What follows belongs to an exercise in optimizing a design on an open flow for small area and a short achievable clock period; a production flow would make more cautious choices. The RTL was checked by simulation tests, not by an equivalence proof against the original design. Power figures rest on the tool's default switching activity, not on a simulated workload.

== run 1 ==
Design mproc, start of the top module:
module mproc (input wire clk, reset, input wire [15:0] d_in, output wire [6:0] addr, output wire [15:0] d_out);
  reg  [6:0]   pc;
  reg  [10:0]  ir;       
  reg  [1:0]   cls;      
  reg  [127:0] rf;       
  reg  [15:0]  opa, opb; 
  reg          f, l, c;  
  wire e   = ~f & ~l;
  wire ld  = cls == 2'b10;
  wire ef  = e & ~ld;
  wire el  = e & ld;
  wire jmp = (cls == 2'b01) & ef;
  wire wr  = el | (ef & (cls == 2'b00));
  wire [2:0]  wa = ir[8:6];
  wire [15:0] res;
  wire [15:0] wd = reset ? 16'd0 : (el ? d_in : res);
  wire        ua = reset | f | (wr & (wa == ir[2:0]));
  wire        ub = reset | f | (wr & (wa == ir[5:3]));
  wire       fs = f & ~reset;
  wire [7:0] sa = (8'd1 << d_in[2:0]) & {8{fs}};
  wire [7:0] sb = (8'd1 << d_in[5:3]) & {8{fs}};
  wire [15:0] ra = (rf[15:0] & {16{sa[0]}}) |
                     (rf[31:16] & {16{sa[1]}}) |
                     (rf[47:32] & {16{sa[2]}}) |
                     (rf[63:48] & {16{sa[3]}}) |
                     (rf[79:64] & {16{sa[4]}}) |
                     (rf[95:80] & {16{sa[5]}}) |
                     (rf[111:96] & {16{sa[6]}}) |
                     (rf[127:112] & {16{sa[7]}}) |
                     (wd & {16{ua & ~fs}}) | (opa & {16{~ua}});
  wire [15:0] rb = (rf[15:0] & {16{sb[0]}}) |
                     (rf[31:16] & {16{sb[1]}}) |
                     (rf[47:32] & {16{sb[2]}}) |
                     (rf[63:48] & {16{sb[3]}}) |
                     (rf[79:64] & {16{sb[4]}}) |
                     (rf[95:80] & {16{sb[5]}}) |
                     (rf[111:96] & {16{sb[6]}}) |
                     (rf[127:112] & {16{sb[7]}}) |
                     (wd & {16{ub & ~fs}}) | (opb & {16{~ub}});
  wire [15:0] a = opa, b = opb;
  wire [1:0]  op = ir[10:9];
  ...
Size in the first run: roughly 760 cells after synthesis, ~8600 um^2 of cells after synthesis.
clock: 8.5 ns
lec_check: 0
abc_area: 1
cap_margin: 20
core_margin: 2
core_utilization: 50
cts_buf_list: sky130_fd_sc_hd__clkbuf_8
setup_slack_margin: 5.0
slew_margin: 20
standard.sh (not shown) runs the stock make flow with config.mk's settings and CLKGATE_MAP_FILE= SYNTH_SCRIPT=/design/flow/synth_recipe.tcl, a recipe that flattens the netlist after the stock synthesis.
==> flow/flow/run.sh <==
#!/bin/bash
# The standard layout, with: abc mapping by flow/map.abc in synthesis,
# repair_timing aiming for a larger setup margin, plain buffers on the ports.
set -euo pipefail
W=$(pwd)
export FLOW_SYNTH_TCL=$W/synth_recipe.tcl
export ABC_SCRIPT_OVERRIDE=$W/flow/map.abc
bash standard.sh SYNTH_SCRIPT=$W/flow/synth_abc.tcl SETUP_SLACK_MARGIN=5.7 "BUFFER_PORTS_ARGS=-buffer_cell sky130_fd_sc_hd__buf_2" finish > run_standard.log 2>&1
==> flow/flow/map.abc <==
strash
&get -n
&dch
&nf -R 1000
&put
topo
stime -c
==> flow/flow/synth_abc.tcl <==
# The standard flow's synthesis (synth_recipe.tcl), with abc mapping the combinational
# logic by the script in ABC_SCRIPT_OVERRIDE instead of ORFS's abc script.
proc abc {args} {
  set i [lsearch -exact $args -script]
  if {$i >= 0} { lset args [expr {$i + 1}] $::env(ABC_SCRIPT_OVERRIDE) }
  yosys abc {*}$args
}
source $::env(FLOW_SYNTH_TCL)
Having completed the whole flow, run 1 delivered a layout that passed the timing, DRC and antenna checks.
The following lists how run 2 was set up differently from run 1:
Settings: CTS_BUF_LIST: sky130_fd_sc_hd__clkbuf_8 -> sky130_fd_sc_hd__clkbuf_8 sky130_fd_sc_hd__clkbuf_16.
==> flow/flow/run.sh <==
#!/bin/bash
# The standard layout, with repair_timing aiming for a larger setup margin and
# plain buffers on the ports.
set -euo pipefail
bash standard.sh SETUP_SLACK_MARGIN=5.9 "BUFFER_PORTS_ARGS=-buffer_cell sky130_fd_sc_hd__buf_2" finish > run_standard.log 2>&1
removed: flow/flow/map.abc
removed: flow/flow/synth_abc.tcl
--- outcome ---
- Run 2 does worse than run 1 on post-route cell area.
- Of run 1 and run 2, the higher combined global-route utilization of all metal layers belongs to run 1.
- Of run 1 and run 2, run 2 shows the higher fraction of area in multi-input gates, with run 1 below it.
- Run 2 vs. run 1: maximum clock frequency went up by about 9%.
- Between run 1 and run 2, the flow reports internal power contribution increasing slightly.
- Reported for run 1 and run 2, number of buffers inserted during clock tree synthesis turned out identical to the last digit.
- Between run 1 and run 2, the synthesized netlist cell count is higher for run 2.
[inputs] run 3 vs run 2
Settings: CTS_BUF_LIST now sky130_fd_sc_hd__clkbuf_8, was sky130_fd_sc_hd__clkbuf_8 sky130_fd_sc_hd__clkbuf_16; CORE_UTILIZATION now 60, was 50.
==> flow/flow/run.sh <==
#!/bin/bash
# The standard layout, with repair_timing aiming for a larger setup margin and
# plain buffers on the ports.
set -euo pipefail
bash standard.sh SETUP_SLACK_MARGIN=5.7 "BUFFER_PORTS_ARGS=-buffer_cell sky130_fd_sc_hd__buf_2" finish > run_standard.log 2>&1
Findings:
Static leakage: run 2 and run 3 compared, lower one is run 3. Clock-cell share of area for run 3: 0.98 points down relative to run 2. On run 3: overall power after layout is 11% lower than what run 2 gave. Going from run 2 to run 3, non-clock buffer count saw a decrease; timing-limited maximum frequency saw a decrease. Run 3 falls short of run 2 in post-route minimum period. Run 3 against run 2: clock latency at the later pin of the worst-skew pair picked up an extra 60 ps; floorplan die height lost 8.5%; power consumed by sequential cells neither gained nor lost much.
Edits applied to the flow inputs when going from run 3 to run 4:
Settings: swapping 60 for 50 in CORE_UTILIZATION.
==> flow/flow/run.sh <==
#!/bin/bash
# The standard layout, with: abc mapping by flow/map.abc in synthesis,
# repair_timing aiming for a larger setup margin, plain buffers on the ports.
set -euo pipefail
W=$(pwd)
export FLOW_SYNTH_TCL=$W/synth_recipe.tcl
export ABC_SCRIPT_OVERRIDE=$W/flow/map.abc
bash standard.sh SYNTH_SCRIPT=$W/flow/synth_abc.tcl SETUP_SLACK_MARGIN=5.7 "BUFFER_PORTS_ARGS=-buffer_cell sky130_fd_sc_hd__buf_2" finish > run_standard.log 2>&1
==> flow/flow/map.abc (new file) <==
strash
dch
map -a
topo
stime -c
==> flow/flow/synth_abc.tcl (new file) <==
# The standard flow's synthesis (synth_recipe.tcl), with abc mapping the combinational
# logic by the script in ABC_SCRIPT_OVERRIDE instead of ORFS's abc script.
proc abc {args} {
  set i [lsearch -exact $args -script]
  if {$i >= 0} { lset args [expr {$i + 1}] $::env(ABC_SCRIPT_OVERRIDE) }
  yosys abc {*}$args
}
source $::env(FLOW_SYNTH_TCL)
Findings:
- Going from run 3 to run 4, the combinational power was found to have gone up by about 22%.
- Changes observed in run 4 relative to run 3: sequential power rose by about 8%; routed wire length rose by 7.8%; leakage power total fell by about 13%; share of the final layout cell area in sequential cells fell by 1.7 points.
- Looking at largest stage delay on the critical path, run 4 sits 110 ps higher than run 3 does.
- Sort run 4 and run 3 by overall die height asc -> top: run 3
- sky130_fd_sc_hd__nor2_2 as the highest-delay cell along the critical path was reported by run 3, and sky130_fd_sc_hd__dfxtp_4 by run 4.
- Comparing run 4 with run 3, the storage element area came out essentially unchanged.
- Lower ratio of final minimum period to clock period was reported by run 3, not run 4.

[static timing again, ports no longer ideal]
The results above use ideal ports. As a check the final layouts listed here were re-extracted and re-timed, cells and wires unchanged. Step 1: set_driving_cell puts a clkbuf_16 on clk and a buf_2 on each other input, an assumption about the parent block. Step 2 also shifts input and output timing later by t, the mid clock arrival at the registers, as if the neighbouring blocks saw the same clock. a / b / c = ideal ports / drivers / drivers and shift; a / b = the first two.
| run | t, ns | setup WS [ns] | clock arrival spread, ns | slew at the worst register clock pin (ns) |
|---|---|---|---|---|
| run 1 | 0.520 | 5.479 / 5.380 / 4.859 | 0.017 / 0.017 | 0.11 / 0.11 |
| run 2 | 0.479 | 5.725 / 5.701 / 5.221 | 0.013 / 0.013 | 0.08 / 0.08 |
| run 3 | 0.528 | 5.696 / 5.672 / 5.144 | 0.024 / 0.024 | 0.12 / 0.12 |
| run 4 | 0.502 | 5.294 / 5.294 / 4.948 | 0.014 / 0.014 | 0.10 / 0.10 |
After both steps every run listed still meets setup and hold. For run 1, which loses most, drivers alone change the setup slack by -0.099 ns; drivers and shift together by -0.620 ns.
